Background: an optimization exercise with open tools, aiming at small area, a short achievable clock period and few clock cycles per item. Do not read the settings as production practice. Where RTL was checked, it was by simulation tests only, not by an equivalence proof against the original.

==> harbor <==
## sha_256
module sha_256 #(parameter input_width = 24) (clk, rst, in_valid, in_ready, data_in, out_valid, digest);
Settings: LEC_CHECK=0, ABC_CLOCK_PERIOD_IN_PS=54000, CAP_MARGIN=40, CORE_MARGIN=2, CORE_UTILIZATION=30, PLACE_DENSITY=0.45, SETUP_SLACK_MARGIN=0.5, SLEW_MARGIN=40; clock period 64.0 ns.
run.sh (not shown) runs the stock make flow with config.mk's settings and CLKGATE_MAP_FILE= SYNTH_SCRIPT=/design/flow/synth_recipe.tcl, a recipe that flattens the netlist after the stock synthesis.
==> inputs of willow, as changes to harbor <==
--- a/flow/design.v
+++ b/flow/design.v
@@ -77,24 +77,19 @@
 wire [31:0] c0 = first_q ? 32'h3c6ef372 : c_q;
 wire [31:0] d0 = first_q ? 32'ha54ff53a : d_q;
 wire [31:0] e0 = first_q ? 32'h510e527f : e_q;
 wire [31:0] f0 = first_q ? 32'h9b05688c : f_q;
 wire [31:0] g0 = first_q ? 32'h1f83d9ab : g_q;
 wire [31:0] h0 = first_q ? 32'h5be0cd19 : h_q;
-wire [31:0] x0_s = h0 ^ w0_q ^ k0;
-wire [31:0] x0_m = (h0 & w0_q) | (k0 & (h0 | w0_q));
-wire [31:0] x0_c = {x0_m[30:0], 1'b0};
 wire [31:0] S1_0 = ({e0[5:0], e0[31:6]} ^ {e0[10:0], e0[31:11]} ^ {e0[24:0], e0[31:25]});
 wire [31:0] ch0 = (e0 & f0) | (~e0 & g0);
 wire [31:0] S0_0 = ({a0[1:0], a0[31:2]} ^ {a0[12:0], a0[31:13]} ^ {a0[21:0], a0[31:22]});
 wire [31:0] mj0 = (b0 & c0) | (a0 & (b0 | c0));
-wire [31:0] y0_s = S1_0 ^ ch0 ^ x0_s;
-wire [31:0] y0_m = (S1_0 & ch0) | (x0_s & (S1_0 | ch0));
-wire [31:0] y0_c = {y0_m[30:0], 1'b0};
-wire [31:0] t0_s = y0_s ^ y0_c ^ x0_c;
-wire [31:0] t0_m = (y0_s & y0_c) | (x0_c & (y0_s | y0_c));
+reg [31:0] x0_q;
+wire [31:0] t0_s = S1_0 ^ ch0 ^ x0_q;
+wire [31:0] t0_m = (S1_0 & ch0) | (x0_q & (S1_0 | ch0));
 wire [31:0] t0_c = {t0_m[30:0], 1'b0};
 wire [31:0] e0p_s = t0_s ^ t0_c ^ d0;
 wire [31:0] e0p_m = (t0_s & t0_c) | (d0 & (t0_s | t0_c));
 wire [31:0] e0p_c = {e0p_m[30:0], 1'b0};
 wire [31:0] e1;
 wire [31:0] ae0_p0 = e0p_s ^ e0p_c;
@@ -1645,12 +1640,19 @@
 wire [31:0] f_nx = e3 + (last ? 32'h9b05688c : 32'h0);
 always @(posedge clk) f_q <= f_nx;
 wire [31:0] g_nx = e2 + (last ? 32'h1f83d9ab : 32'h0);
 always @(posedge clk) g_q <= g_nx;
 wire [31:0] h_nx = e1 + (last ? 32'h5be0cd19 : 32'h0);
 always @(posedge clk) h_q <= h_nx;
+wire [31:0] k0n = ({32{jd0}} & 32'h3956c25b) | ({32{jd1}} & 32'hd807aa98) | ({32{jd2}} & 32'h72be5d74) | ({32{jd3}} & 32'he49b69c1) | ({32{jd4}} & 32'h2de92c6f) | ({32{jd5}} & 32'h983e5152) | ({32{jd6}} & 32'hc6e00bf3) | ({32{jd7}} & 32'h27b70a85) | ({32{jd8}} & 32'h650a7354) | ({32{jd9}} & 32'ha2bfe8a1) | ({32{jd10}} & 32'hd192e819) | ({32{jd11}} & 32'h19a4c116) | ({32{jd12}} & 32'h391c0cb3) | ({32{jd13}} & 32'h748f82ee) | ({32{jd14}} & 32'h90befffa) | ({32{jd15}} & 32'h428a2f98);
+wire [31:0] h0n = last ? 32'h5be0cd19 : e1;
+wire [31:0] x0n_s = h0n ^ w4_q ^ k0n;
+wire [31:0] x0n_m = (h0n & w4_q) | (k0n & (h0n | w4_q));
+wire [31:0] x0n_c = {x0n_m[30:0], 1'b0};
+wire [31:0] x0_nx = x0n_s + x0n_c;
+always @(posedge clk) x0_q <= x0_nx;
 wire [31:0] sg1_0 = ({w14_q[16:0], w14_q[31:17]} ^ {w14_q[18:0], w14_q[31:19]} ^ (w14_q >> 10));
 wire [31:0] sg0_0 = ({w1_q[6:0], w1_q[31:7]} ^ {w1_q[17:0], w1_q[31:18]} ^ (w1_q >> 3));
 wire [31:0] q0_s = w0_q ^ w9_q ^ sg0_0;
 wire [31:0] q0_m = (w0_q & w9_q) | (sg0_0 & (w0_q | w9_q));
 wire [31:0] q0_c = {q0_m[30:0], 1'b0};
 wire [31:0] r0_s = q0_s ^ q0_c ^ sg1_0;
@@ -1707,13 +1709,13 @@
         4'd13: nw1 = 32'h00000000;
         4'd14: nw1 = 32'h00000000;
         4'd15: nw1 = 32'h00000000;
         default: nw1 = 32'h0;
     endcase
 end
-wire [31:0] sg1_2 = ({nw0[16:0], nw0[31:17]} ^ {nw0[18:0], nw0[31:19]} ^ (nw0 >> 10));
+wire [31:0] sg1_2 = ({cw0[16:0], cw0[31:17]} ^ {cw0[18:0], cw0[31:19]} ^ (cw0 >> 10));
 wire [31:0] sg0_2 = ({w3_q[6:0], w3_q[31:7]} ^ {w3_q[17:0], w3_q[31:18]} ^ (w3_q >> 3));
 wire [31:0] q2_s = w2_q ^ w11_q ^ sg0_2;
 wire [31:0] q2_m = (w2_q & w11_q) | (sg0_2 & (w2_q | w11_q));
 wire [31:0] q2_c = {q2_m[30:0], 1'b0};
 wire [31:0] r2_s = q2_s ^ q2_c ^ sg1_2;
 wire [31:0] r2_m = (q2_s & q2_c) | (sg1_2 & (q2_s | q2_c));
@@ -1738,13 +1740,13 @@
         4'd13: nw2 = 32'h00000000;
         4'd14: nw2 = 32'h00000000;
         4'd15: nw2 = 32'h00000000;
         default: nw2 = 32'h0;
     endcase
 end
-wire [31:0] sg1_3 = ({nw1[16:0], nw1[31:17]} ^ {nw1[18:0], nw1[31:19]} ^ (nw1 >> 10));
+wire [31:0] sg1_3 = ({cw1[16:0], cw1[31:17]} ^ {cw1[18:0], cw1[31:19]} ^ (cw1 >> 10));
 wire [31:0] sg0_3 = ({w4_q[6:0], w4_q[31:7]} ^ {w4_q[17:0], w4_q[31:18]} ^ (w4_q >> 3));
 wire [31:0] q3_s = w3_q ^ w12_q ^ sg0_3;
 wire [31:0] q3_m = (w3_q & w12_q) | (sg0_3 & (w3_q | w12_q));
 wire [31:0] q3_c = {q3_m[30:0], 1'b0};
 wire [31:0] r3_s = q3_s ^ q3_c ^ sg1_3;
 wire [31:0] r3_m = (q3_s & q3_c) | (sg1_3 & (q3_s | q3_c));
==> flow/flow/run.sh (new file) <==
#!/bin/bash
# The standard layout (standard synthesis unchanged), with the resizer's setup repair
# asked for a larger slack margin so that it works on the long round paths.
set -euo pipefail
bash standard.sh SETUP_SLACK_MARGIN=46 finish > standard_flow.log 2>&1
==> flow/standard.sh (new file) <==
#!/bin/bash
# synth_recipe.tcl (not shown) runs the flow's synth.tcl, then flattens the netlist and writes it again
# the make line also repeats each setting of config.mk as NAME=value (left out here)
make -C /OpenROAD-flow-scripts/flow DESIGN_CONFIG=/design/flow/config.mk WORK_HOME=/design/flow/orfs CLKGATE_MAP_FILE= SYNTH_SCRIPT=/design/flow/synth_recipe.tcl "${@:-finish}"
ABC_CLOCK_PERIOD_IN_PS = not set   (was 54000)
CORE_UTILIZATION = 40   (was 30)
PLACE_DENSITY = 0.55   (was 0.45)
SETUP_SLACK_MARGIN = not set   (was 0.5)
removed: flow/run.sh
==> inputs of indigo, as changes to harbor <==
--- a/flow/design.v
+++ b/flow/design.v
@@ -1707,13 +1707,13 @@
         4'd13: nw1 = 32'h00000000;
         4'd14: nw1 = 32'h00000000;
         4'd15: nw1 = 32'h00000000;
         default: nw1 = 32'h0;
     endcase
 end
-wire [31:0] sg1_2 = ({nw0[16:0], nw0[31:17]} ^ {nw0[18:0], nw0[31:19]} ^ (nw0 >> 10));
+wire [31:0] sg1_2 = ({cw0[16:0], cw0[31:17]} ^ {cw0[18:0], cw0[31:19]} ^ (cw0 >> 10));
 wire [31:0] sg0_2 = ({w3_q[6:0], w3_q[31:7]} ^ {w3_q[17:0], w3_q[31:18]} ^ (w3_q >> 3));
 wire [31:0] q2_s = w2_q ^ w11_q ^ sg0_2;
 wire [31:0] q2_m = (w2_q & w11_q) | (sg0_2 & (w2_q | w11_q));
 wire [31:0] q2_c = {q2_m[30:0], 1'b0};
 wire [31:0] r2_s = q2_s ^ q2_c ^ sg1_2;
 wire [31:0] r2_m = (q2_s & q2_c) | (sg1_2 & (q2_s | q2_c));
@@ -1738,13 +1738,13 @@
         4'd13: nw2 = 32'h00000000;
         4'd14: nw2 = 32'h00000000;
         4'd15: nw2 = 32'h00000000;
         default: nw2 = 32'h0;
     endcase
 end
-wire [31:0] sg1_3 = ({nw1[16:0], nw1[31:17]} ^ {nw1[18:0], nw1[31:19]} ^ (nw1 >> 10));
+wire [31:0] sg1_3 = ({cw1[16:0], cw1[31:17]} ^ {cw1[18:0], cw1[31:19]} ^ (cw1 >> 10));
 wire [31:0] sg0_3 = ({w4_q[6:0], w4_q[31:7]} ^ {w4_q[17:0], w4_q[31:18]} ^ (w4_q >> 3));
 wire [31:0] q3_s = w3_q ^ w12_q ^ sg0_3;
 wire [31:0] q3_m = (w3_q & w12_q) | (sg0_3 & (w3_q | w12_q));
 wire [31:0] q3_c = {q3_m[30:0], 1'b0};
 wire [31:0] r3_s = q3_s ^ q3_c ^ sg1_3;
 wire [31:0] r3_m = (q3_s & q3_c) | (sg1_3 & (q3_s | q3_c));
==> flow/flow/run.sh (new file) <==
#!/bin/bash
# The standard layout (standard synthesis unchanged), with the resizer's setup repair
# asked for a larger slack margin so that it works on the long round paths.
set -euo pipefail
bash standard.sh SETUP_SLACK_MARGIN=46 finish > standard_flow.log 2>&1
==> flow/standard.sh (new file) <==
#!/bin/bash
# synth_recipe.tcl (not shown) runs the flow's synth.tcl, then flattens the netlist and writes it again
# the make line also repeats each setting of config.mk as NAME=value (left out here)
make -C /OpenROAD-flow-scripts/flow DESIGN_CONFIG=/design/flow/config.mk WORK_HOME=/design/flow/orfs CLKGATE_MAP_FILE= SYNTH_SCRIPT=/design/flow/synth_recipe.tcl "${@:-finish}"
ABC_CLOCK_PERIOD_IN_PS = not set   (was 54000)
CORE_UTILIZATION = 40   (was 30)
PLACE_DENSITY = 0.55   (was 0.45)
SETUP_SLACK_MARGIN = not set   (was 0.5)
removed: flow/run.sh
==> results.txt <==
| quantity | indigo | willow | harbor |
|---|---|---|---|
| Launching element of the worst setup path | j[2]$_SDFF_PP1_ | first_q$_SDFF_PP0_ | j[0]$_SDFF_PP0_ |
| Clock skew after layout | 0.0931 ns | 0.0518 ns | 0.0785 ns |
| Nets@finish | 10,800 | 10,900 | 10,600 |
| Adder-cell area share of the yosys netlist | 33.2% | 33.3% | 33.8% |
| Outcome | complete, no violations | complete, no violations | complete, no violations |
| Fraction of standard cell area in multi-input logic | 63.8% | 62.7% | 62.6% |
| Shortest clock period the worst path allows after layout | 19.21 ns | 18.98 ns | 23.05 ns |
| Number of library cell types mapped by synthesis | 106 | 90 | 88 |
| Placement-stage worst setup slack | 41.96 ns | 41.57 ns | 41.23 ns |
| Non-clock inverter count in the final layout | 1,430 | 1,487 | 1,462 |
| Gate count after technology mapping | 8,667 | 8,724 | 8,567 |
| Cell with the largest stage delay on the worst path | sky130_fd_sc_hd__fa_1 | sky130_fd_sc_hd__a211oi_4 | sky130_fd_sc_hd__xnor2_2 |
No functional check of the RTL was part of harbor and indigo.

static timing again, ports no longer ideal:
In the flow no input, the clock included, has a driving cell. The finished layouts below were timed again as built, in two steps.
Step 1 sets driving cells, clkbuf_16 on the clock port and buf_2 on the other inputs (assumed; they add their load-dependent delay and slew).
Step 2, shift: input delay + t, output delay - t, t = (earliest + latest rising clock arrival at the registers) / 2. This alone moves slack from input paths to output paths.
a / b / c = no drivers / after step 1 / after step 2; a / b = the first two.
| run | shift t [ns] | setup WS [ns] | hold slack, ns |
|---|---|---|---|
| harbor | 0.895 | 40.950 / 40.950 / 40.950 | 0.287 / 0.287 / 0.287 |
| willow | 0.918 | 45.016 / 45.016 / 45.016 | 0.309 / 0.309 / 0.309 |
| indigo | 0.901 | 44.788 / 44.788 / 44.788 | 0.268 / 0.268 / 0.268 |
After both steps every run listed still meets setup and hold.
